Source: an optimization exercise on an open RTL-to-GDS flow (aim: small area). Production flows keep margins and buffers that such runs may drop. No functional check of the RTL was part of any run shown here. No activity file was given, so power comes from the tool's default toggle rates.

### flow/config.mk
export PLATFORM = sky130hd
export DESIGN_NAME = relogio
export DESIGN_NICKNAME = relogio
export VERILOG_FILES = /design/flow/design.v
export SDC_FILE = /design/flow/constraint.sdc
export NUM_CORES = 4
export LEC_CHECK = 0
export CAP_MARGIN = 20
export CORE_MARGIN = 2
export CORE_UTILIZATION = 40
export SLEW_MARGIN = 20
### flow/constraint.sdc
create_clock -name core_clock -period 10.0 [get_ports {clock}]
set_input_delay 2.0000 -clock core_clock [delete_from_list [all_inputs] [get_ports {clock}]]
set_output_delay 2.0000 -clock core_clock [all_outputs]
set_load 0.01 [all_outputs]
### flow/design.v
module edge_detector
#(parameter DEBOUNCE = 130)
(
  input clock, reset, din,
  output reg rising
);
  reg        waiting;
  reg [16:0] contador;
  wire done = ~din & (contador > DEBOUNCE);
  always @(posedge clock or posedge reset)
  begin
    if (reset == 1'b1) begin
      rising  <= 1'b0;
      waiting <= 1'b0;
    end
    else begin
      rising  <= ~rising & ~waiting & din;
      waiting <= rising | (waiting & ~done);
    end
  end
  always @(posedge clock)
  begin
    if (rising)
      contador <= 17'd0;
    else
      contador <= contador + 17'd1;
  end
endmodule
module relogio
(
        input clock,
        input reset,
        input soma,
        input subtracao,
        input cont,
        input start,
        output [7:0] an,
        output [7:0] dec_cat
);
  wire soma_ed, subtracao_ed, cont_ed;
  edge_detector menosf (.clock(clock), .reset(reset), .din(subtracao), .rising(subtracao_ed));
  edge_detector maisf  (.clock(clock), .reset(reset), .din(soma),      .rising(soma_ed));
  edge_detector contf  (.clock(clock), .reset(reset), .din(cont),      .rising(cont_ed));
  reg [3:0] ph;
  reg [2:0] dig;
  reg [6:0] q;
  wire ph_end = ph[3] & ph[0];                     
  wire q_end  = &q[6:2];                           
  wire step   = ph_end;
  wire tick   = (ph == 4'd4) & (dig == 3'd4) & (q == 7'd62);
  always @(posedge clock or posedge reset)
  begin
    if (reset) begin
      ph  <= 4'd5;
      dig <= 3'd0;
      q   <= 7'd0;
    end
    else begin
      ph <= ph_end ? 4'd0 : ph + 4'd1;
      if (step) begin
        dig <= dig + 3'd1;
        if (dig == 3'd7)
          q <= q_end ? 7'd0 : q + 7'd1;
      end
    end
  end
  reg [1:0] EA;
  reg r1, ca;
  always @(posedge clock or posedge reset)
  begin
    if (reset) begin
      EA <= 2'd0;
      r1 <= 1'b0;
      ca <= 1'b0;
    end
    else begin
      r1 <= cont_ed;
      ca <= cont_ed | r1 | (EA != 2'd0);
      if (r1)
        EA <= EA + 2'd1;
    end
  end
  reg [11:0] bcnt;
  reg blink;
  wire bend = bcnt[11] & bcnt[8] & bcnt[7] & bcnt[6] & bcnt[1] & bcnt[0];  
  always @(posedge clock or posedge reset)
  begin
    if (reset) begin
      bcnt  <= 12'd0;
      blink <= 1'b0;
    end
    else if (bend | cont_ed) begin
      bcnt  <= 12'd0;
      blink <= ~blink;
    end
    else
      bcnt <= bcnt + 12'd1;
  end
  reg [1:0] ah1; reg [3:0] ah0;
  reg [2:0] am1; reg [3:0] am0;
  reg [2:0] as1; reg [3:0] as0;
  reg [1:0] bh1; reg [3:0] bh0;
  reg [2:0] bm1; reg [3:0] bm0;
  reg [2:0] bs1; reg [3:0] bs0;
  wire s0_9  = as0[3] & as0[0];
  wire s1_5  = as1[2] & as1[0];
  wire m0_9  = am0[3] & am0[0];
  wire m1_5  = am1[2] & am1[0];
  wire h_23  = ah1[1] & (ah0 == 4'd3);
  wire h0_9  = ah0[3] & ah0[0];
  wire s_59  = s1_5 & s0_9;
  wire m_59  = m1_5 & m0_9;
  wire [3:0] is0 = s0_9 ? 4'd0 : as0 + 4'd1;
  wire [2:0] is1 = s0_9 ? (s1_5 ? 3'd0 : as1 + 3'd1) : as1;
  wire [3:0] im0 = s_59 ? (m0_9 ? 4'd0 : am0 + 4'd1) : am0;
  wire [2:0] im1 = (s_59 & m0_9) ? (m1_5 ? 3'd0 : am1 + 3'd1) : am1;
  wire hinc = s_59 & m_59;
  wire [3:0] ih0 = hinc ? ((h0_9 | h_23) ? 4'd0 : ah0 + 4'd1) : ah0;
  wire [1:0] ih1 = hinc ? (h_23 ? 2'd0 : (h0_9 ? ah1 + 2'd1 : ah1)) : ah1;
  always @(posedge clock or posedge reset)
  begin
    if (reset) begin
      {bh1, bh0, bm1, bm0, bs1, bs0} <= 20'd0;
    end
    else if (tick) begin
      if (ca)
        {bh1, bh0, bm1, bm0, bs1, bs0} <= {ah1, ah0, am1, am0, as1, as0};
      else
        {bh1, bh0, bm1, bm0, bs1, bs0} <= {ih1, ih0, im1, im0, is1, is0};
    end
  end
  wire up = soma_ed;
  wire dn = subtracao_ed & ~soma_ed;
  reg [1:0] nh1; reg [3:0] nh0;
  reg [2:0] nm1; reg [3:0] nm0;
  reg [2:0] ns1; reg [3:0] ns0;
  always @*
  begin
    {nh1, nh0, nm1, nm0, ns1, ns0} = {ah1, ah0, am1, am0, as1, as0};
    case (EA)
      2'd1: begin
        if (up & ~h_23) begin
          nh0 = h0_9 ? 4'd0 : ah0 + 4'd1;
          nh1 = h0_9 ? ah1 + 2'd1 : ah1;
        end
        else if (dn & ((ah1 != 2'd0) | (ah0 != 4'd0))) begin
          nh0 = (ah0 == 4'd0) ? 4'd9 : ah0 - 4'd1;
          nh1 = (ah0 == 4'd0) ? ah1 - 2'd1 : ah1;
        end
      end
      2'd2: begin
        if (up & ~m_59) begin
          nm0 = m0_9 ? 4'd0 : am0 + 4'd1;
          nm1 = m0_9 ? am1 + 3'd1 : am1;
        end
        else if (dn & ((am1 != 3'd0) | (am0 != 4'd0))) begin
          nm0 = (am0 == 4'd0) ? 4'd9 : am0 - 4'd1;
          nm1 = (am0 == 4'd0) ? am1 - 3'd1 : am1;
        end
      end
      2'd3: begin
        if (up & ~s_59) begin
          ns0 = s0_9 ? 4'd0 : as0 + 4'd1;
          ns1 = s0_9 ? as1 + 3'd1 : as1;
        end
        else if (dn & ((as1 != 3'd0) | (as0 != 4'd0))) begin
          ns0 = (as0 == 4'd0) ? 4'd9 : as0 - 4'd1;
          ns1 = (as0 == 4'd0) ? as1 - 3'd1 : as1;
        end
      end
      default: begin
        {nh1, nh0, nm1, nm0, ns1, ns0} = {bh1, bh0, bm1, bm0, bs1, bs0};
      end
    endcase
  end
  always @(posedge clock)
  begin
    {ah1, ah0, am1, am0, as1, as0} <= {nh1, nh0, nm1, nm0, ns1, ns0};
  end
  reg [3:0] sel;
  reg lit;
  wire luz_h = blink | (EA != 2'd1);
  wire luz_m = blink | (EA != 2'd2);
  wire luz_s = blink | (EA != 2'd3);
  reg [3:0] dval;
  reg dlit;
  always @*
  begin
    case (dig)
      3'd0: begin dval = as0;          dlit = luz_s; end
      3'd1: begin dval = {1'b0, as1};  dlit = luz_s; end
      3'd2: begin dval = am0;          dlit = luz_m; end
      3'd3: begin dval = {1'b0, am1};  dlit = luz_m; end
      3'd4: begin dval = ah0;          dlit = luz_h; end
      3'd5: begin dval = {2'b0, ah1};  dlit = luz_h; end
      3'd6: begin dval = 4'd0;         dlit = 1'b0;  end
      default: begin dval = {2'b0, EA}; dlit = 1'b1; end
    endcase
  end
  always @(posedge clock or posedge reset)
  begin
    if (reset) begin
      sel <= 4'd0;
      lit <= 1'b0;
    end
    else if (step) begin
      sel <= dval;
      lit <= dlit;
    end
  end
  wire [2:0] shown = dig - 3'd1;
  genvar gi;
  generate
    for (gi = 0; gi < 8; gi = gi + 1) begin : g_an
      assign an[gi] = ~(lit & (shown == gi));
    end
  endgenerate
  wire d3 = sel[3], d2 = sel[2], d1 = sel[1], d0 = sel[0];
  wire [6:0] seg;
  assign seg[6] = ~(d3 | d1 | (d2 & d0) | (~d2 & ~d0));
  assign seg[5] = ~(~d2 | ~(d1 ^ d0));
  assign seg[4] = ~(d2 | ~d1 | d0);
  assign seg[3] = ~(d3 | (~d2 & ~d0) | (d1 & ~d0) | (~d2 & d1) | (d2 & ~d1 & d0));
  assign seg[2] = ~((~d2 & ~d0) | (d1 & ~d0));
  assign seg[1] = ~(d3 | (~d1 & ~d0) | (d2 & ~d1) | (d2 & ~d0));
  assign seg[0] = ~(d3 | (d1 & ~d2) | (d2 & ~d1) | (d1 & ~d0));
  assign dec_cat = {seg, 1'b1};
endmodule
### flow/run.sh
#!/bin/bash
# synth_recipe.tcl (not shown) runs the flow's synth.tcl, then flattens the netlist and writes it again
# the make line also repeats each setting of config.mk as NAME=value (left out here)
make -C /OpenROAD-flow-scripts/flow DESIGN_CONFIG=/design/flow/config.mk WORK_HOME=/design/flow/orfs CLKGATE_MAP_FILE= SYNTH_SCRIPT=/design/flow/synth_recipe.tcl finish
==> summary.md, run 1 <==
| Metric | Value |
|---|---|
| Arr. time, crit path | 2.21 ns |
| Number of buffers created by CTS | 17 |
| Area leader, netlist | dfrtp_1 |
| Die area | 19,800 sq um |
| Total GRT Usage | 0.161 |
| Number of synthesized flops with an enable pin | 20 |
| Antenna-violating nets left | 0 |
| Setup_tns | 0 ns |
| Root buf cell | clkbuf_16 |
| Global route total overflow | 0 |
| Max-slew violations | 0 |
| Worst min path class | reg2reg |
| Mapped cell area | 7490 sq um |
| Syn avg cell area | ~9.1 sq um |
| Worst-path fanout max | 7 |
| I/O pin count | 22 |
| Rel. slew slack | 0.430 |
| Htree depth | 4 |
| Reg clk slew, reported paths | approximately 0.060 ns |
| Sinks on the clock net | 133 |
| Register area share after synthesis | 0.424 |
| Crit path kind | reg2out |
| Commonest non-fill, non-tap cell in the layout | nor2_1 |
| Leakage | 3.55 nW |
| Hold_ws | 0.438 ns |
| Final number of setup-violating endpoints | 0 |
| #FFs+latches synth | 133 |
| Share of total power in the clock network | 0.299 |
| RSZ-0062 raised after global routing | false |
| Flop pwr share | 0.399 |
| Via density | 5.35 |
| Post-Syn Nets | ~860 |
| Most frequent cells in the layout | nor2_1, nand2_1, dfrtp_1, dfxtp_1, o21ai_0 |
| Critical Path Max Stage Delay | ~0.54 ns |
| Mapped Cells | 820 |
| Clk buf depth | 2 |
| Largest net degree at the start of global routing | 63 |
| Initial antenna violation count | 0 |
| Period utilization | 0.421 |
| Crit start category | register |
| Max-capacitance violation count | 0 |
| Slack of the critical path | 5.79 ns |
| Fmax | approximately 0.24 GHz |
| Synth Flop Type | dfrtp_1 |
| Non-Filler Instances | approximately 1.1k |
| R2R setup slack | around 7.1 ns |
| Synth warn | 2 |
| DP HPWL | 10.1 mm |
| Logic pwr share | 0.302 |
| Async set-reset flop share out of synthesis | 0.466 |
| Status | finished clean |
| Vias in the first global route | between 5k and 6k |
| CP Capture Type | primary output |
| Residual DRC count | 0 |
| Die height | approximately 140 um |
| CORE AREA | 18,500 sq um |
| Num rows | 50 |
| Final hold violation count | 0 |
| Synth cell types | 73 |
| Core Util, Final | 0.458 |
| Post_cts resized | 0 |
| Power per cell area | roughly 270 nW/um^2 |
| Int Power | 1.46 mW |
| Top post-synthesis cells by area | dfrtp_1, dfxtp_1, edfxtp_1 |
| Final Wtd Congestion | 0.791 |
| Die Width | 141 um |
| Switching Share | 0.362 |
| CP required | 8.00 ns |
| Yosys top cell area share | 0.200 |
| Reported net switching power | 833 uW |
| Ant. Diodes | 0 |
| First-pass GRT wire length | about 26 mm |
| Starting DRT DRC Count | 327 |
| Clk Latency, worst-skew pair | about 0.42 ns |
| CTS tree | built |
| Pre-CTS setup slack | a little over 6 ns |
| Area grow syn2layout | 13.1% |
| Clk_skew | 0.00991 ns |
| Placed Cells | 1,032 |
| CP cell instances | inv_1 > ha_1 > xor2_1 > and2_1 > nand2_1 > clkdlybuf4s50_1 |
| # port buffers | 19 |
| Multi-input gate area | between 3000 and 4000 sq um |
| Critical path's slowest cell | clkdlybuf4s50_1 |
| Final WL | ~15 mm |
| Drt wl/cell | 14.3 um |
| First-pass DRT Iterations | 7 |
| Starting Density | 0.404 |
| Share of layout cells above drive strength 1 | 0.0759 |
| Fin crit period | 4.21 ns |
| Final nets | 861 |
| Postcts setup bufs | 0 |
| Worst-Margin Slew | 0.849 ns |
| Vias | about 5.7k |
| Fill cell count | 1,765 |
| Cts-stage hold buffer count | 0 |
| Peak supply drop | 0.144 mV |
| Register area | 3180 sq um |
[registers in the layout, indices dropped and copies added (netlist names), 3 cells and up]
name	count
as1	3
dig	3
bs1	3
bh0	4
bs0	4
maisf.contador	17
am0	4
q	7
ah0	4
menosf.contador	17
contf.contador	17
bm0	4
ph	4
as0	4
am1	3
bm1	3
sel	4
bcnt	12
[power groups by stage]
stage               logic (mW)  clock network [mW]  registers [mW]
floorplan                0.613                   0           0.799
global placement         0.689                   0           0.922
detailed placement       0.698                   0           0.927
CTS                      0.700               0.705           0.917
global route             0.789               0.729           0.946
finish                   0.694               0.687           0.916
[synthesized netlist by cell type, types with 6 or more instances]
master / number
a21oi_1: 27
a31oi_1: 18
and2_1: 13
and3_1: 13
and4_1: 8
buf_2: 11
clkbuf_1: 30
dfrtp_1: 60
dfxtp_1: 51
edfxtp_1: 20
ha_1: 38
inv_1: 38
mux2_2: 9
mux2i_1: 6
nand2_1: 69
nand2b_1: 6
nand3_1: 36
nand4_1: 16
nor2_1: 92
nor2b_1: 18
nor3_1: 14
o21ai_0: 46
o31a_1: 6
o31ai_1: 9
or3_1: 6
or4_1: 6
xnor2_1: 22
xor2_1: 37
[kinds of logic (layout without fill, tap and decap cells)]
family                     count (synthesis)  after routing  share of synthesized area
muxes                                     18             18                     0.0261
and+or+nand+nor                          329            329                      0.233
DFF                                      133            133                      0.424
adders and majority gates                 38             38                     0.0635
xor gates and xnor gates                  59             59                     0.0690
buffers and inverters                     82             92                     0.0434
other                                      1              1                   0.000501
AOI/OAI and AO/OA                        160            160                      0.141
[worst paths after layout]
path                                    startpoint                endpoint  cells after the start
setup / recovery                dig[1]$_DFFE_PP0P_                   an[7]                      6
hold / removal             contf.waiting$_DFF_PP0_  contf.rising$_DFF_PP0_                      1
setup reg to reg                  am0[0]$_DFFE_PP_        am1[0]$_DFFE_PP_                      6
hold reg to reg            contf.waiting$_DFF_PP0_  contf.rising$_DFF_PP0_                      1
max in group asynchronous                    reset      bm1[2]$_DFFE_PP0P_                      3
min in group asynchronous                    reset       bcnt[0]$_DFF_PP0_                      3
[layout make-up]
cell class              count  share of cell area
clock buffers              20              0.0591
clock inverters            12              0.0188
inverters                  38              0.0168
multi-input cells         605               0.471
flip-flops and latches    133               0.375
well taps                 234              0.0346
repair buffers             22              0.0251
[critical path: cells and delay by family (launching register included)]
family	cells	cell delay (ns)
xor gates and xnor gates	1	0.16
adders and majority gates	1	0.23
buffers and inverters	2	0.66
DFF	1	0.46
and+or+nand+nor	2	0.28
[per-layer routing]
metal,wire length (um),share of wire,GRT usage,vias up
li1,-,-,-,2902
met1,7670,0.50,0.219,2685
met2,6790,0.45,0.249,87
met3,563,0.037,0.0367,18
met4,176,0.012,0.0668,0
met5,0,0,0,-
[stage by stage]
step	total power [mW]	cell area [sq um]
final	2.30	8470
after CTS	2.32	8470
after floorplan	1.41	7490
after global placement	1.61	7810
after detailed placement	1.62	7810
after global routing	2.46	8470
==> inputs of run 2 (changes only) <==
--- a/flow/config.mk
+++ b/flow/config.mk
@@ -9,3 +9,3 @@
 export CORE_MARGIN = 2
-export CORE_UTILIZATION = 40
+export CORE_UTILIZATION = 70
 export SLEW_MARGIN = 20
==> summary.md, run 2 <==
| Metric | Value |
|---|---|
| CP required | 8.00 ns |
| Max-slew violations | 0 |
| Post_cts resized | 0 |
| Placed Cells | 934 |
| Post-Syn Nets | 864 |
| Drt wl/cell | 16.0 um |
| Core Util, Final | 0.796 |
| Number of buffers created by CTS | 17 |
| Synth cell types | 73 |
| Initial antenna violation count | 0 |
| Most frequent cells in the layout | nor2_1, nand2_1, dfrtp_1, dfxtp_1, o21ai_0 |
| Die area | 11,500 sq um |
| Fmax | 0.229 GHz |
| Ant. Diodes | 0 |
| Global route total overflow | 0 |
| Number of synthesized flops with an enable pin | 20 |
| Root buf cell | clkbuf_8 |
| CORE AREA | 10,400 sq um |
| Peak supply drop | 0.179 mV |
| Hold path startpoint | menosf.waiting$_DFF_PP0_ |
| RSZ-0062 raised after global routing | false |
| Power per cell area | 268 nW/um^2 |
| Commonest non-fill, non-tap cell in the layout | nor2_1 |
| R2R setup slack | between 7 and 8 ns |
| Worst min path class | reg2reg |
| Die height | 107 um |
| Setup_tns | 0 ns |
| Final nets | ~860 |
| Reg clk slew, reported paths | 0.06 ns |
| Clk buf depth | 2 |
| Total GRT Usage | 0.284 |
| Fin crit period | between 4 and 5 ns |
| Register area share after synthesis | 0.424 |
| CTS tree | built |
| Critical path's top delay family | buffers and inverters |
| Crit start category | register |
| CP Capture Type | primary output |
| Most frequent cells after synthesis | nor2_1, nand2_1, dfrtp_1 |
| Vias | 5,987 |
| Clk_skew | 0.00462 ns |
| Mapped Cells | 820 |
| Area leader, netlist | dfrtp_1 |
| Htree depth | 4 |
| Via density | just over 6 |
| Setup crit start | dig[1]$_DFFE_PP0P_ |
| I/O pin count | 22 |
| # port buffers | 19 |
| Yosys top cell area share | 0.200 |
| DP HPWL | 10.2 mm |
| Rel. slew slack | 0.415 |
| Reg2Reg Launch Point | am0[0]$_DFFE_PP_ |
| Residual DRC count | 0 |
| Worst-path fanout max | 7 |
| Cts-stage hold buffer count | 0 |
| Starting DRT DRC Count | slightly above 500 |
| Critical path's slowest cell | clkdlybuf4s50_1 |
| Area grow syn2layout | 10.2% |
| CP cell instances | inv_1 > ha_1 > xnor2_1 > and2_1 > nand2_1 > clkdlybuf4s50_1 |
| Status | finished clean |
| Final WL | 15.5 mm |
| Die Width | 107 um |
| Sinks on the clock net | 133 |
| Non-Filler Instances | 966 |
| Worst-Margin Slew | 0.871 ns |
| #FFs+latches synth | around 130 |
| Crit path kind | reg2out |
| Leakage | between 3 and 4 nW |
| Synth warn | 2 |
| Vias in the first global route | about 5.7k |
| Async set-reset flop share out of synthesis | 0.466 |
| Syn avg cell area | 9.13 sq um |
| Num rows | 37 |
| Top post-synthesis cells by area | dfrtp_1, dfxtp_1, edfxtp_1 |
| Period utilization | 0.437 |
| Fill cell count | 706 |
| Reg-to-Reg End | am1[1]$_DFFE_PP_ |
| Hold_ws | ~0.46 ns |
| Critical Path Max Stage Delay | a little over 0.5 ns |
| Max-capacitance violation count | 0 |
| Most numerous cell in the Yosys netlist | nor2_1 |
| First-pass DRT Iterations | 6 |
| Largest net degree at the start of global routing | 63 |
| Largest regs | contf.contador x17, maisf.contador x17, menosf.contador x17 |
| Final Wtd Congestion | 0.910 |
| First-pass GRT wire length | 26.3 mm |
| Synth Flop Type | dfrtp_1 |
| Final number of setup-violating endpoints | 0 |
| R2R depth | 6 |
| Antenna-violating nets left | 0 |
| Final hold violation count | 0 |
| Mapped cell area | roughly 7500 sq um |
| Arr. time, crit path | 2.37 ns |
| Postcts setup bufs | 0 |
| Worst Hold Path EP | menosf.rising$_DFF_PP0_ |
| Clk Latency, worst-skew pair | 0.54 ns |
| Share of layout cells above drive strength 1 | 0.0735 |
| Starting Density | 0.722 |
| Hold Path Stages | 1 |
| Crit path buf inv count | 2 |
==> run 2: kinds of logic after synthesis <==
family                   count (synthesis)  synth area share
AND/OR/NAND/NOR                        329             0.233
AO/OA/AOI/OAI                          160             0.141
flip-flops                             133             0.424
buffers and inverters                   82            0.0434
XOR/XNOR                                59            0.0690
adder cells (fa/ha/maj)                 38            0.0635
multiplexers                            18            0.0261
other                                    1          0.000501
==> run 2: how the worst max path moves through the flow <==
stage	end	slack, ns	cells after the start
2_1_floorplan	EA[0]$_DFFE_PP0P_	6.46	1
3_3_place_gp	an[7]	6.29	6
3_5_place_dp	an[5]	6.23	6
4_1_cts	an[3]	5.61	6
5_1_grt	an[3]	5.50	6
6_report	an[3]	5.63	6
==> run 2: cell type report <==
type / instances / area (sq um) / area share
well taps: 136 / 170 / 0.0206
flip-flops and latches: 133 / 3180 / 0.385
multi-input cells: 605 / 3990 / 0.483
clock inverters: 10 / 92.6 / 0.0112
clock buffers: 22 / 474 / 0.0574
inverters: 38 / 143 / 0.0173
repair buffers: 22 / 213 / 0.0258
==> run 2: metal layers <==
metal  track usage  wire length [um]  vias to the layer above
li1              -                 -                     2897
met1         0.354              6800                     2896
met2         0.476              7650                      170
met3        0.0666               776                       24
met4         0.114               233                        0
met5             0                 0                        -
==> run 2: power by group <==
group          internal, mW  leakage (nW)  switching (mW)  total [mW]
logic                 0.329          1.80           0.380       0.709
registers             0.696          1.42           0.219       0.916
clock network         0.359         0.286           0.232       0.591
==> run 2: per-stage QoR <==
stage	instance area (sq um)	setup slack, ns	total power, mW
final	8260	5.63	2.22
after global routing	8260	5.50	2.36
after CTS	8260	5.61	2.22
after detailed placement	7690	6.23	1.62
after global placement	7690	6.29	1.58
after floorplan	7490	6.46	1.41
==> inputs of run 3 (changes only) <==
--- a/flow/config.mk
+++ b/flow/config.mk
@@ -7,2 +7,3 @@
 export LEC_CHECK = 0
+export ABC_AREA = 1
 export CAP_MARGIN = 20
==> summary.md, run 3 <==
| Metric | Value |
|---|---|
| Die area | 12,000 sq um |
| Yosys top cell area share | 0.193 |
| Clk Latency, worst-skew pair | 0.54 ns |
| Commonest non-fill, non-tap cell in the layout | nand2_1 |
| Final hold violation count | 0 |
| # port buffers | 19 |
| CORE AREA | 10,800 sq um |
| Status | finished clean |
| DP Area | 8020 sq um |
| Sinks on the clock net | ~130 |
| R2R setup slack | ~7.9 ns |
| Post_cts resized | 0 |
| Vias in the first global route | ~6.5k |
| Via density | 5.50 |
| Vias | 6,812 |
| Synth cell types | 45 |
| Reg clk slew, reported paths | 0.06 ns |
| Residual DRC count | 0 |
| First-pass DRT Iterations | 7 |
| Clk_skew | 0.00643 ns |
| Antenna-violating nets left | 0 |
| Worst-path fanout max | 5 |
| Hold_ws | 0.427 ns |
| Critical path's most frequent cell | inv_1 |
| First-pass GRT wire length | 28.8 mm |
| CTS tree | built |
| Htree depth | 4 |
| CP required | approximately 8.0 ns |
| Ant. Diodes | 0 |
| Die height | 109 um |
| Setup_tns | 0 ns |
| Most frequent cells after synthesis | nand2_1, nor2_1, inv_1 |
| Root buf cell | clkbuf_8 |
| Starting DRT DRC Count | approximately 660 |
| Synth warn | 2 |
| Mapped cell area | 7770 sq um |
| Final number of setup-violating endpoints | 0 |
| Die Width | roughly 110 um |
| Number of synthesized flops with an enable pin | 20 |
| Critical Path Max Stage Delay | roughly 0.54 ns |
| Max-capacitance violation count | 0 |
| Peak supply drop | 0.199 mV |
| Critical path's slowest cell | clkdlybuf4s50_1 |
| Max-slew violations | 0 |
| #FFs+latches synth | 133 |
| Rel. slew slack | 0.409 |
| RSZ-0062 raised after global routing | false |
| Initial antenna violation count | 0 |
| I/O pin count | 22 |
| Largest regs | contf.contador x17, maisf.contador x17, menosf.contador x17 |
| Final WL | 17.0 mm |
| Final Wtd Congestion | slightly above 0.9 |
| Period utilization | 0.444 |
| Worst min path class | reg2reg |
| Most frequent cells in the layout | nand2_1, nor2_1, inv_1, nand3_1, dfrtp_1 |
| Area leader, netlist | dfrtp_1 |
| Fmax | 0.225 GHz |
| Register area share after synthesis | 0.409 |
| Clk buf depth | 2 |
| Area grow syn2layout | 10.8% |
| Core Util, Final | 0.794 |
| Final nets | 1,129 |
| Post-Syn Nets | approximately 1.1k |
| Starting Density | 0.717 |
| Most numerous cell in the Yosys netlist | nand2_1 |
| DP HPWL | 11.6 mm |
| Number of buffers created by CTS | 17 |
| Async set-reset flop share out of synthesis | 0.466 |
| CP cell instances | inv_1 > ha_1 > or2_2 > nand2_1 > inv_1 > nand3_1 > clkdlybuf4s50_1 |
| Crit start category | register |
| Syn avg cell area | 7.27 sq um |
| Total GRT Usage | 0.304 |
| CP Capture Type | primary output |
| Fin crit period | 4.44 ns |
| Mapped Cells | 1,069 |
| Synth Flop Type | dfrtp_1 |
| Share of layout cells above drive strength 1 | 0.0765 |
| Postcts setup bufs | 0 |
| Leakage | 4.05 nW |
| Crit path kind | reg2out |
| Cts-stage hold buffer count | 0 |
| Num rows | 38 |
| Arr. time, crit path | 2.44 ns |
| Drt wl/cell | between 10 and 15 um |
| Power per cell area | approximately 260 nW/um^2 |
| Top post-synthesis cells by area | dfrtp_1, nand2_1, dfxtp_1 |
| Fin area | roughly 8600 sq um |
| Global route total overflow | 0 |
| Worst-Margin Slew | 0.886 ns |
| Largest net degree at the start of global routing | 63 |
run 3: cell types whose count changed in the layout (fill, tap and decap cells not counted), sizes merged, moves of 15 or more:
cell / before / now
nand2: 69 / 306
inv: 42 / 143
nor2: 92 / 149
nand3: 38 / 78
xor2: 37 / 15
nor2b: 18 / 0
o21ai: 49 / 67
a21oi: 27 / 44
a31oi: 18 / 1
and2: 15 / 0
run 3: per-stage QoR:
stage / setup WS (ns) / total power, mW / cells
finish: 5.56 / 2.24 / 1238
global route: 5.39 / 2.39 / 1238
CTS: 5.56 / 2.23 / 1238
detailed placement: 6.15 / 1.59 / 1206
global placement: 6.22 / 1.56 / 1206
floorplan: 6.46 / 1.39 / 1069
run 3: layout make-up:
cell class,instances,area [sq um]
inverter,139,524
clock buffer,18,418
clock inverter,14,175
tap,140,175
sequential,133,3180
timing repair buffer,20,198
fill,808,2230
multi-input combinational,774,3940
run 3: kinds of logic after synthesis:
family,after synthesis,synth area share
compound gates,133,0.0954
xor+xnor,24,0.0271
fa+ha+maj,38,0.0612
buf+inv,162,0.0836
flops,133,0.409
other cells,1,0.000483
simple gates,578,0.323
run 3: worst paths after layout:
path / start / end / cells after the start
min in group asynchronous: reset / q[5]$_DFFE_PP0P_ / 3
min: contf.waiting$_DFF_PP0_ / contf.rising$_DFF_PP0_ / 1
max: dig[1]$_DFFE_PP0P_ / an[6] / 7
max reg2reg: maisf.rising$_DFF_PP0_ / am0[3]$_DFFE_PP_ / 5
min reg2reg: contf.waiting$_DFF_PP0_ / contf.rising$_DFF_PP0_ / 1
max in group asynchronous: reset / bm0[0]$_DFFE_PP0P_ / 3
run 3: metal layers:
layer	track usage	part of all wire	vias up	wire length, um
li1	-	-	3441	-
met1	0.382	0.44	3127	7490
met2	0.515	0.49	199	8310
met3	0.0545	0.047	45	808
met4	0.129	0.025	0	423
met5	0	0	-	0
run 3: worst max-delay path: cells and delay by family, from the launching register on:
family | cells | cell delay, ns
adder cells (fa/ha/maj) | 1 | 0.21
buffers and inverters | 3 | 0.76
flip-flops | 1 | 0.41
AND/OR/NAND/NOR | 3 | 0.52
run 3: report_power, final:
| part | switching, mW | internal [mW] |
|---|---|---|
| combinational | 0.452 | 0.278 |
| clock | 0.249 | 0.384 |
| sequential | 0.176 | 0.700 |
==> inputs of run 4 (changes only) <==
--- a/flow/config.mk
+++ b/flow/config.mk
@@ -7,3 +7,2 @@
 export LEC_CHECK = 0
-export ABC_AREA = 1
 export CAP_MARGIN = 20
@@ -11,2 +10,3 @@
 export CORE_UTILIZATION = 70
+export CTS_BUF_LIST = sky130_fd_sc_hd__clkbuf_4
 export SLEW_MARGIN = 20
==> summary.md, run 4 <==
| Metric | Value |
|---|---|
| Most frequent cells after synthesis | nor2_1, nand2_1, dfrtp_1 |
| Drt wl/cell | 15.5 um |
| Syn avg cell area | 9.13 sq um |
| Fin crit period | 4.34 ns |
| Starting Density | 0.722 |
| Mapped cell area | between 7000 and 8000 sq um |
| First-pass DRT Iterations | 5 |
| CP required | 8.00 ns |
| Met2 Resource Use GR | 0.459 |
| Cts-stage hold buffer count | 0 |
| Post-Syn Nets | 864 |
| Area grow syn2layout | 6.31% |
| Final Wtd Congestion | slightly above 0.9 |
| Root buf cell | clkbuf_4 |
| First-pass GRT wire length | 25.4 mm |
| Register area | 3180 sq um |
| Peak supply drop | 0.195 mV |
| Core Util, Final | 0.768 |
| Multi-input gate area | around 4000 sq um |
| Non-Filler Instances | about 970 |
| Final WL | 15.0 mm |
| Vias in the first global route | between 5k and 6k |
| Starting DRT DRC Count | 517 |
| Clk buf depth | 2 |
| Fmax | 0.230 GHz |
| DP HPWL | 10.2 mm |
| I/O pin count | 22 |
| Int Power | 1.18 mW |
| Residual DRC count | 0 |
| Flop pwr share | 0.463 |
| Yosys top cell area share | 0.200 |
| Share of layout cells above drive strength 1 | 0.0735 |
| Global route total overflow | 0 |
| Post_cts resized | 0 |
| Ant. Diodes | 0 |
| CP Capture Type | primary output |
| Worst-path fanout max | 7 |
| Vias | 5,998 |
| Die area | between 10,000 and 15,000 sq um |
| Clk_skew | roughly 0.015 ns |
| Worst min path class | reg2reg |
| Number of synthesized flops with an enable pin | 20 |
| Crit start category | register |
| Num rows | 37 |
| Logic pwr share | 0.359 |
| # port buffers | 19 |
| Switching Share | 0.404 |
| Clk Latency, worst-skew pair | 0.56 ns |
| Most numerous cell in the Yosys netlist | nor2_1 |
| Initial antenna violation count | 0 |
| Die Width | 107 um |
| Fill cell count | a little under 800 |
| Final hold violation count | 0 |
| RSZ-0062 raised after global routing | false |
| Mapped Cells | 820 |
| GRT busiest layer | met2 |
| Hold path startpoint | menosf.waiting$_DFF_PP0_ |
| Total GRT Usage | 0.274 |
| Die height | approximately 110 um |
| Reported net switching power | between 700 and 800 uW |
| Reg2Reg Launch Point | am0[0]$_DFFE_PP_ |
| Via density | 6.21 |
| Largest regs | contf.contador x17, maisf.contador x17, menosf.contador x17 |
| Synth Flop Type | dfrtp_1 |
| Commonest non-fill, non-tap cell in the layout | nor2_1 |
| Sinks on the clock net | 133 |
| Worst-Margin Slew | 0.872 ns |
| CTS tree | built |
| GRT met3 Usage | 0.0678 |
| Max-capacitance violation count | 0 |
| Largest net degree at the start of global routing | between 60 and 70 |
| Setup crit start | dig[1]$_DFFE_PP0P_ |
| Setup_tns | 0 ns |
| Share of total power in the clock network | 0.179 |
| Htree depth | 4 |
| Final number of setup-violating endpoints | 0 |
| Register area share after synthesis | 0.424 |
| Placed Cells | 934 |
| Area leader, netlist | dfrtp_1 |
| Async set-reset flop share out of synthesis | 0.466 |
| CORE AREA | ~10,000 sq um |
| Top post-synthesis cells by area | dfrtp_1, dfxtp_1, edfxtp_1 |
| Number of buffers created by CTS | 17 |
| Leakage | approximately 3.4 nW |
| Max-slew violations | 0 |
| Final nets | roughly 860 |
| Reg clk slew, reported paths | 0.11 ns |
| Arr. time, crit path | about 2.3 ns |
| Period utilization | 0.434 |
| Synth warn | 2 |
| Status | finished clean |
| Power per cell area | between 200 and 250 nW/um^2 |
| Most frequent cells in the layout | nor2_1, nand2_1, dfrtp_1, dfxtp_1, o21ai_0 |
| Met1 GRT Util | 0.339 |
| Crit path kind | reg2out |
| Synth cell types | 73 |
| Rel. slew slack | 0.415 |
| Postcts setup bufs | 0 |
| Antenna-violating nets left | 0 |
| #FFs+latches synth | 133 |
## run 4: cell count changes in the layout (fill, tap and decap cells not counted), moves of 16 or more
cell	before	now
nand2_1	297	69
inv_1	124	37
nor2_1	134	92
nand3_1	77	36
xor2_1	15	37
clkbuf_4	0	19
nor2b_1	0	18
a31oi_1	1	18
a21oi_1	43	27
clkbuf_16	16	0
## run 4: power groups by stage
| stage | sequential, mW | clock, mW | combinational, mW |
|---|---|---|---|
| final | 0.913 | 0.353 | 0.708 |
| after global placement | 0.908 | 0 | 0.669 |
| after floorplan | 0.799 | 0 | 0.613 |
| after CTS | 0.908 | 0.360 | 0.705 |
| after detailed placement | 0.920 | 0 | 0.701 |
| after global routing | 0.937 | 0.380 | 0.801 |
## run 4: kinds of logic after synthesis
kind of cell,after synthesis,share of synthesized area
AOI/OAI and AO/OA,160,0.141
xor gates and xnor gates,59,0.0690
adders and majority gates,38,0.0635
buffers and inverters,82,0.0434
DFF,133,0.424
muxes,18,0.0261
other,1,0.000501
and+or+nand+nor,329,0.233
## run 4: path summary, 6_finish.rpt
path                                            to  slack [ns]  cells past startpoint
setup reg to reg                  am1[1]$_DFFE_PP_        7.11                      6
max in group asynchronous       bh0[1]$_DFFE_PP0P_        7.47                      3
hold reg to reg            menosf.rising$_DFF_PP0_        0.44                      1
setup / recovery                             an[5]        5.66                      6
min in group asynchronous  contf.waiting$_DFF_PP0_        1.99                      3
hold / removal             menosf.rising$_DFF_PP0_        0.44                      1
## run 4: layer usage
| layer | up-vias | wire [um] |
|---|---|---|
| li1 | 2912 | - |
| met1 | 2871 | 6620 |
| met2 | 190 | 7280 |
| met3 | 25 | 845 |
| met4 | 0 | 260 |
| met5 | - | 0 |
## run 4: stage by stage
step	power [mW]	hold slack [ns]	instance area [sq um]	worst slack, ns
global placement	1.58	0.420	7690	6.29
CTS	1.97	0.445	7960	5.58
global route	2.12	0.455	7960	5.46
finish	1.97	0.440	7960	5.66
floorplan	1.41	0.405	7490	6.46
detailed placement	1.62	0.428	7690	6.23
## run 4: final cells by class
class,instances,share of cell area
well taps,136,0.0214
flip-flops and latches,133,0.399
repair buffers,22,0.0267
clock buffers,19,0.0179
clock inverters,13,0.0163
multi-input cells,605,0.501
inverters,38,0.0179
## run 4: critical path, cell delays in order, from the launching register on
cell and delay (ns):
dfrtp_1 0.47, inv_1 0.11, ha_1 0.23, xor2_1 0.16
and2_1 0.20, nand2_1 0.08, clkdlybuf4s50_1 0.54
==> inputs of run 5 (changes only) <==
--- a/flow/config.mk
+++ b/flow/config.mk
@@ -10,3 +10,3 @@
 export CORE_UTILIZATION = 70
-export CTS_BUF_LIST = sky130_fd_sc_hd__clkbuf_4
+export CTS_BUF_LIST = sky130_fd_sc_hd__clkbuf_8
 export SLEW_MARGIN = 20
==> summary.md, run 5 <==
| Metric | Value |
|---|---|
| Status | finished clean |
| Starting Density | 0.722 |
| Fin crit period | 4.24 ns |
| Drt wl/cell | 15.7 um |
| I/O pin count | 22 |
| Syn avg cell area | 9.13 sq um |
| First-pass GRT wire length | 25.6 mm |
| Power Total | 2.07 mW |
| Period utilization | 0.424 |
| Placed Cells | between 900 and 1k |
| First-pass DRT Iterations | 9 |
| Max-capacitance violation count | 0 |
| Async set-reset flop share out of synthesis | 0.466 |
| Mapped Cells | 820 |
| Final WL | 15.2 mm |
| Largest regs | contf.contador x17, maisf.contador x17, menosf.contador x17 |
| Critical path's top delay family | buffers and inverters |
| Crit path buf inv count | 2 |
| Most frequent cells in the layout | nor2_1, nand2_1, dfrtp_1, dfxtp_1, o21ai_0 |
| Clk_skew | 0.00919 ns |
| Hold path startpoint | contf.waiting$_DFF_PP0_ |
| Hold_ws | 0.435 ns |
| Crit start category | register |
| Via density | ~6.2 |
| Reg2Reg Launch Point | am0[0]$_DFFE_PP_ |
| Post_cts resized | 0 |
| Clk buf depth | 2 |
| Sinks on the clock net | ~130 |
| Critical path's slowest cell | clkdlybuf4s50_1 |
| Starting DRT DRC Count | around 490 |
| Total GRT Usage | 0.275 |
| Final hold violation count | 0 |
| CP Capture Type | primary output |
| Final number of setup-violating endpoints | 0 |
| Most frequent cells after synthesis | nor2_1, nand2_1, dfrtp_1 |
| Num rows | 37 |
| Postcts setup bufs | 0 |
| Share of layout cells above drive strength 1 | 0.0735 |
| CTS tree | built |
| CORE AREA | 10,400 sq um |
| Commonest non-fill, non-tap cell in the layout | nor2_1 |
| Fmax | 0.236 GHz |
| Worst min path class | reg2reg |
| Ant. Diodes | 0 |
| Die height | around 110 um |
| CP required | about 8 ns |
| Root buf cell | clkbuf_8 |
| Post-Synth Simple-Gate Area | 0.233 |
| Synth Flop Type | dfrtp_1 |
| Peak supply drop | 0.189 mV |
| Area leader, netlist | dfrtp_1 |
| Die area | 11,500 sq um |
| Residual DRC count | 0 |
| Setup_tns | 0 ns |
| Setup crit start | dig[1]$_DFFE_PP0P_ |
| Arr. time, crit path | 2.24 ns |
| Post-synthesis adder-cell area fraction | 0.0635 |
| Critical Path Max Stage Delay | 0.54 ns |
| Top post-synthesis cells by area | dfrtp_1, dfxtp_1, edfxtp_1 |
| Register area share after synthesis | 0.424 |
| Final nets | 861 |
| Final Wtd Congestion | 0.910 |
| Synth cell types | 73 |
| Rel. slew slack | 0.423 |
| Reg clk slew, reported paths | 0.07 ns |
| Largest net degree at the start of global routing | 63 |
| Number of synthesized flops with an enable pin | 20 |
| Yosys top cell area share | 0.200 |
| Crit path kind | reg2out |
| Worst-path fanout max | 7 |
| RSZ-0062 raised after global routing | false |
| Leakage | about 3.4 nW |
| Post-Synth XOR/XNOR Area | 0.0690 |
| Largest family of logic cells by synthesized area | simple AND/OR/NAND/NOR gates |
| Initial antenna violation count | 0 |
| Non-Filler Instances | 966 |
| Worst-Margin Slew | 0.860 ns |
| Max-slew violations | 0 |
| Post-Syn Nets | 864 |
| Synth warn | 2 |
| DP HPWL | a little over 10 mm |
| Mux contribution to synthesized area | 0.0261 |
| Mapped cell area | approximately 7500 sq um |
| Fraction of the mapped netlist area in compound gates | 0.141 |
| Cts-stage hold buffer count | 0 |
| # port buffers | 19 |
| Htree depth | 4 |
| Vias in the first global route | 5,653 |
| Die Width | roughly 110 um |
| Clk Latency, worst-skew pair | 0.45 ns |
| Vias | between 5k and 6k |
| CP cell instances | inv_1 > ha_1 > xor2_1 > and2_1 > nand2_1 > clkdlybuf4s50_1 |
| #FFs+latches synth | 133 |
| Antenna-violating nets left | 0 |
| Core Util, Final | 0.779 |
| Number of buffers created by CTS | 17 |
| Area grow syn2layout | 7.90% |
| Global route total overflow | 0 |
| Most numerous cell in the Yosys netlist | nor2_1 |
| Power per cell area | 256 nW/um^2 |
run 5: cell counts after synthesis:
Identical to the previous run, type by type.
run 5: cells by family (layout without fill, tap and decap cells):
kind of cell | after synthesis | in the layout
compound gates | 160 | 160
xor+xnor | 59 | 59
fa+ha+maj | 38 | 38
buf+inv | 82 | 92
flops | 133 | 133
mux | 18 | 18
other cells | 1 | 1
simple gates | 329 | 329
run 5: area by class of cell:
class	instances	area [sq um]
inverters	38	143
flip-flops and latches	133	3180
multi-input cells	605	3990
clock buffers	19	262
well taps	136	170
clock inverters	13	130
fillers	750	2290
repair buffers	22	213
run 5: per-stage QoR:
stage	instance area, sq um	setup WS (ns)
6_report	8080	5.76
5_1_grt	8080	5.61
4_1_cts	8080	5.73
3_5_place_dp	7690	6.23
3_3_place_gp	7690	6.29
2_1_floorplan	7490	6.46
run 5: final timing paths:
check	endpoint	slack (ns)	cells after the start
worst max-delay path	an[5]	5.76	6
worst min-delay path	contf.rising$_DFF_PP0_	0.44	1
worst max register to register	am1[1]$_DFFE_PP_	7.13	6
worst min register to register	contf.rising$_DFF_PP0_	0.44	1
max in group asynchronous	bm1[1]$_DFFE_PP0P_	7.35	3
min in group asynchronous	contf.waiting$_DFF_PP0_	2.10	3
run 5: routing by layer:
metal  vias up  track usage  share of wire
met3        25       0.0690          0.046
met1      2910        0.344           0.45
met4         0        0.102          0.016
met5         -            0              0
met2       137        0.461           0.49
li1       2899            -              -
run 5: power by group:
group | internal (mW) | switching (mW)
combinational | 0.329 | 0.382
sequential | 0.695 | 0.219
clock | 0.234 | 0.208

-- what the ideal ports hide --
In the flow no input, the clock included, has a driving cell. The finished layouts below were timed again as built, in two steps. Step 1 sets driving cells, clkbuf_16 on the clock port and buf_2 on the other inputs (assumed; they add their load-dependent delay and slew). Step 2, shift: input delay + t, output delay - t, t = (earliest + latest rising clock arrival at the registers) / 2. This alone moves slack from input paths to output paths. Slacks: ideal ports / drivers / drivers and shift; pairs: ideal ports / drivers.
| run | t, ns | slack for setup (ns) | worst hold slack (ns) | latest minus earliest clock arrival (ns) | slew at the worst register clock pin (ns) |
|---|---|---|---|---|---|
| run 1 | 0.462 | 5.789 / 5.746 / 6.208 | 0.438 / 0.438 / 0.438 | 0.010 / 0.010 | 0.06 / 0.06 |
| run 2 | 0.577 | 5.630 / 5.593 / 6.169 | 0.455 / 0.455 / 0.455 | 0.005 / 0.005 | 0.06 / 0.06 |
| run 3 | 0.569 | 5.556 / 5.521 / 6.090 | 0.427 / 0.427 / 0.427 | 0.006 / 0.007 | 0.06 / 0.06 |
| run 4 | 0.587 | 5.656 / 5.621 / 6.209 | 0.440 / 0.440 / 0.440 | 0.015 / 0.015 | 0.12 / 0.12 |
| run 5 | 0.476 | 5.758 / 5.723 / 6.199 | 0.435 / 0.435 / 0.435 | 0.010 / 0.010 | 0.08 / 0.08 |
After both steps setup and hold are still met in every run listed.
